This is an optimization exercise on Yosys and OpenROAD, whose aim is small area, not a production implementation.
Only simulation tests tie the RTL to the original design; equivalence was not proved.
The flow treats the clock pin as an ideal source, which a real chip does not have.
Power is estimated from default activity; no workload was simulated.

==> wip/lagoon: inputs <==
Design top, start of the top module:
module top #(
    parameter   input_clk_freq  = 100_000_000,
    parameter   output_clk_freq = 40_000,
    parameter   setup_time      = 10,
    parameter   pulse_duration  = 10
)(
    input   clk,
    input   rst_n,
    output  SRCLK,
    output  RCLK,
    output  SER
);
    reg [4:0] P;
    reg [5:0] Q;
    reg [5:0] R;
    reg [6:0] U;
    wire n8;
    wire n11;
    wire n13;
    wire n14;
    wire n15;
    wire n17;
    wire n18;
    wire n20;
    wire n21;
    wire n22;
    wire n23;
    wire n24;
    wire n25;
    wire n26;
    wire n28;
    wire n31;
    wire n32;
    wire n34;
    wire n35;
    wire n37;
    wire n38;
    wire n39;
    wire n40;
    wire n42;
    wire n43;
    wire n44;
    wire n45;
    wire n46;
    wire n47;
    wire n49;
    wire n50;
    wire n51;
    wire n52;
    wire n53;
    wire n54;
    wire n55;
    wire n56;
    wire n57;
    wire n58;
    wire n59;
    wire n60;
    wire n61;
    wire n62;
    wire n63;
    wire n64;
    wire n65;
    wire n66;
    wire n67;
    wire n68;
    wire n69;
    wire n70;
    wire n71;
  ...
==> flow/config.mk <==
export PLATFORM = sky130hd
export DESIGN_NAME = top
export DESIGN_NICKNAME = top
export VERILOG_FILES = /design/flow/design.v
export SDC_FILE = /design/flow/constraint.sdc
export NUM_CORES = 4
export LEC_CHECK = 0
export CAP_MARGIN = 20
export CORE_MARGIN = 2
export CORE_UTILIZATION = 40
export SLEW_MARGIN = 20
export SYNTH_HIERARCHICAL = 1
==> flow/constraint.sdc <==
create_clock -name core_clock -period 10.0 [get_ports {clk}]
set_input_delay 2.0000 -clock core_clock [delete_from_list [all_inputs] [get_ports {clk}]]
set_output_delay 2.0000 -clock core_clock [all_outputs]
set_load 0.01 [all_outputs]
standard.sh (not shown) runs the stock make flow with config.mk's settings and CLKGATE_MAP_FILE= SYNTH_SCRIPT=/design/flow/synth_recipe.tcl, a recipe that flattens the netlist after the stock synthesis.
==> flow/flow/run.sh <==
#!/bin/bash
# Standard synthesis, then every combinational cell at its smallest drive
# strength, then the standard layout from floorplan to finish, with the ports
# buffered by buf_1 and a clock tree without dummy loads.
set -euo pipefail
R=orfs/results/$FLOW_PLATFORM/top/base
LIB=$FLOW_HOME/platforms/$FLOW_PLATFORM/lib/sky130_fd_sc_hd__tt_025C_1v80.lib
bash standard.sh synth > synth.log 2>&1
python3 flow/downsize.py $R/1_2_yosys.v $LIB > downsize.log 2>&1
rm -f $R/1_synth.odb $R/1_synth.sdc
export BUFFER_PORTS_ARGS="-buffer_cell sky130_fd_sc_hd__buf_1"
export CTS_ARGS="-sink_clustering_enable -repair_clock_nets -dont_use_dummy_load"
bash standard.sh > layout.log 2>&1
==> flow/flow/downsize.py <==
#!/usr/bin/env python3
"""Give every combinational cell in the synthesized netlist the smallest drive
strength of its function (the flow's repair steps upsize again where needed).
Registers, tie cells and buffers keep the cell the standard synthesis chose."""
import re, sys

net, lib = sys.argv[1], sys.argv[2]
dont = set(sys.argv[3].split()) if len(sys.argv) > 3 else set()
text = open(lib).read()
area = {}
for m in re.finditer(r'cell \("(sky130_fd_sc_hd__\w+)"\)\s*\{(.*?)\barea\s*:\s*([\d.]+)', text, re.S):
    area[m.group(1)] = float(m.group(3))
best = {}
for c, a in area.items():
    if c in dont:
        continue
    base = c.rsplit('_', 1)[0]
    if base not in best or a < area[best[base]] or (a == area[best[base]] and c < best[base]):
        best[base] = c
keep = ('dfxtp', 'dfrtp', 'dfstp', 'conb', 'buf', 'clkbuf', 'dlygate', 'dlymetal')
src = open(net).read()
count = {}
def sub(m):
    c = m.group(1)
    base = c.rsplit('_', 1)[0]
    short = base[len('sky130_fd_sc_hd__'):]
    if short.startswith(keep) or base not in best or best[base] == c:
        return m.group(0)
    count[c + ' -> ' + best[base]] = count.get(c + ' -> ' + best[base], 0) + 1
    return best[base] + m.group(2)
src = re.sub(r'\b(sky130_fd_sc_hd__\w+?)(\s+[\\\w])', sub, src)
open(net, 'w').write(src)
for k, v in sorted(count.items()):
    print(v, k)
==> wip/zinc: changes against wip/lagoon <==
--- a/flow/flow/run.sh
+++ b/flow/flow/run.sh
@@ -2,5 +2,6 @@
 # Standard synthesis, then every combinational cell at its smallest drive
 # strength, then the standard layout from floorplan to finish, with the ports
-# buffered by buf_1 and a clock tree without dummy loads.
+# buffered by buf_1, a clock tree without dummy loads and its root buffer
+# (which drives only the buffers below it) at clkbuf_2.
 set -euo pipefail
 R=orfs/results/$FLOW_PLATFORM/top/base
@@ -11,3 +12,5 @@
 export BUFFER_PORTS_ARGS="-buffer_cell sky130_fd_sc_hd__buf_1"
 export CTS_ARGS="-sink_clustering_enable -repair_clock_nets -dont_use_dummy_load"
+bash standard.sh cts > layout_cts.log 2>&1
+CTS_ODB=$R/4_cts.odb openroad -no_init -exit flow/rootbuf.tcl > rootbuf.log 2>&1
 bash standard.sh > layout.log 2>&1
==> flow/flow/rootbuf.tcl (new file) <==
# The clock tree's root buffer only drives the few buffers below it: give it
# the smallest clock buffer that does, and legalize the placement again.
read_db $::env(CTS_ODB)
set block [ord::get_db_block]
set small [[ord::get_db] findMaster sky130_fd_sc_hd__clkbuf_2]
set clk [$block findNet clk]
foreach it [$clk getITerms] {
  set inst [$it getInst]
  set m [[$inst getMaster] getName]
  if {[regexp {clkbuf} $m] && [$it isInputSignal]} {
    set out [[$inst findITerm X] getNet]
    set fanout [llength [$out getITerms]]
    set leafs 1
    foreach o [$out getITerms] {
      if {[$o isInputSignal] && ![regexp {clkbuf} [[[$o getInst] getMaster] getName]]} { set leafs 0 }
    }
    puts "root [$inst getName] $m fanout [expr $fanout - 1] only_buffers $leafs"
    if {$leafs && $fanout <= 5} {
      $inst swapMaster $small
      puts "swapped to sky130_fd_sc_hd__clkbuf_2"
    }
  }
}
detailed_placement
check_placement -verbose
write_db $::env(CTS_ODB)
==> wip/fjord: changes against wip/lagoon <==
==> flow/flow/run.sh (replaced) <==
#!/bin/bash
# Standard synthesis, then every combinational cell at its smallest drive
# strength, then the standard layout from floorplan to finish.
set -euo pipefail
R=orfs/results/$FLOW_PLATFORM/top/base
LIB=$FLOW_HOME/platforms/$FLOW_PLATFORM/lib/sky130_fd_sc_hd__tt_025C_1v80.lib
bash standard.sh synth > synth.log 2>&1
python3 flow/downsize.py $R/1_2_yosys.v $LIB > downsize.log 2>&1
rm -f $R/1_synth.odb $R/1_synth.sdc
bash standard.sh > layout.log 2>&1
==> impl.org <==
** Run status
- The flow ran to the end and the layout has no timing, DRC or antenna violations.

** Cells and area
- Number of inserted filler cells in the final layout :: around 500
- Non-Clock Buffer Area Fraction :: 0.007561
- Util after Layout :: 0.4468

** Routing
- The first routing iteration left between 200 and 300 violations.
- Dividing the detail-routed wire length by the instance count gives between 15 and 20 um.

** Power and ir drop
- In this run, power in combinational logic comes to approximately 4.3 uW.
- Pleak :: 0.8811 nW
- Switching power of the nets :: between 30 and 40 uW

** Place
- Pre-CTS WS :: roughly 4.2 ns
- At the end of routability-driven placement, the weighted congestion stood at between 0.9 and 1.

** Global routing
- Met3 capacity usage during global routing :: 0.04028

** Worst setup path
- The setup check on the worst reg-to-reg path leaves a slack of 5.53 ns.
- On the worst path, the slowest cell contributes a delay of 0.43 ns.

** STA
- Setup slack closes at 3.759 ns.
-- figures above: wip/zinc

==> impl.org <==
** Power and ir drop
- Pleak :: approximately 0.88 nW
- The analysis attributes to net switching a power of 34.97 uW.

** STA
- Across all setup checks in the final design, the least slack found is ~3.8 ns.

** Run status
- The run finished with no timing, DRC or antenna violations.

** Worst setup path
- Reg2Reg Setup Slack :: 5.60 ns
- In this design, the stage delay of the slowest critical-path cell is 0.43 ns.

** Place
- Routability-driven placement finished with a final weighted congestion of 0.9746.
- Timing analysis after detailed placement gives a worst setup slack of roughly 4.2 ns.

** Cells and area
- Of all the cell area in the finished design, non-clock buffers hold 0.007528.
- Number of inserted filler cells in the final layout :: 502
- For this run, the share of the core covered by cells in the final layout is 0.4488.

** Global routing
- Met3 capacity usage during global routing :: 0.04444

** Routing
- The detailed router finished its first iteration with between 300 and 400 violations.
-- figures above: wip/lagoon

==> impl.org <==
** Run status
- The run finished with no timing, DRC or antenna violations.

** Power and ir drop
- Summed over all nets, the switching power comes to 36.45 uW.
- In this run the static leakage power is roughly 0.9 nW.
- Power in combinational cells :: around 4.7 uW

** Cells and area
- Measured on the final layout, buffering overhead outside the clock network stands at 0.01954.
- At the end of the flow the core is filled with cells to 0.4611.
- The filler cells instantiated in the layout total 513.

** Hold path
- The worst hold path begins at P[0].

** Place
- Routability-driven placement finished with a final weighted congestion of roughly 1.0.
- Prior to clock tree synthesis, the placed netlist has a worst setup slack of between 3 and 4 ns.

** CTS
- Setup fix buffers added after clock tree synthesis :: 0

** STA
- Number of endpoints with negative hold slack in the final report :: 0

** Routing
- Number of DRC markers in iteration 0 :: 353
- After detailed routing, the average wire length per cell comes to between 15 and 20 um.

** Worst setup path
- Reg2Reg Setup Slack :: between 5 and 6 ns

** Global routing
- For this run, global-route usage on met3 was measured as 0.03611.
-- figures above: wip/fjord

## separate check: timing with driven ports
How much do the figures lean on ideal ports? The routed layouts below were timed once more, with nothing changed but the port constraints.
Step 1 assumes that a clkbuf_16 drives the clock port and a buf_2 every other input.
Step 2 adds t to the input delays and takes it off the output delays; t is the mean of the earliest and latest rising clock arrival at the registers after step 1. Input paths then give back, and output paths get back, about the clock's delay inside the block.
Slacks: ideal ports / drivers / drivers and shift; pairs: ideal ports / drivers.
| run | t (ns) | slack for setup (ns) | worst setup path at the end | latest minus earliest clock arrival (ns) | worst register clock-pin slew, ns |
|---|---|---|---|---|---|
| wip/lagoon | 0.290 | 3.780 / 3.754 / 4.044 | register to output | 0.010 / 0.010 | 0.09 / 0.09 |
| wip/zinc | 0.301 | 3.759 / 3.734 / 4.036 | register to output | 0.012 / 0.011 | 0.09 / 0.09 |
| wip/fjord | 0.292 | 3.513 / 3.486 / 3.778 | register to output | 0.003 / 0.002 | 0.09 / 0.09 |
After both steps every run listed still meets setup and hold.
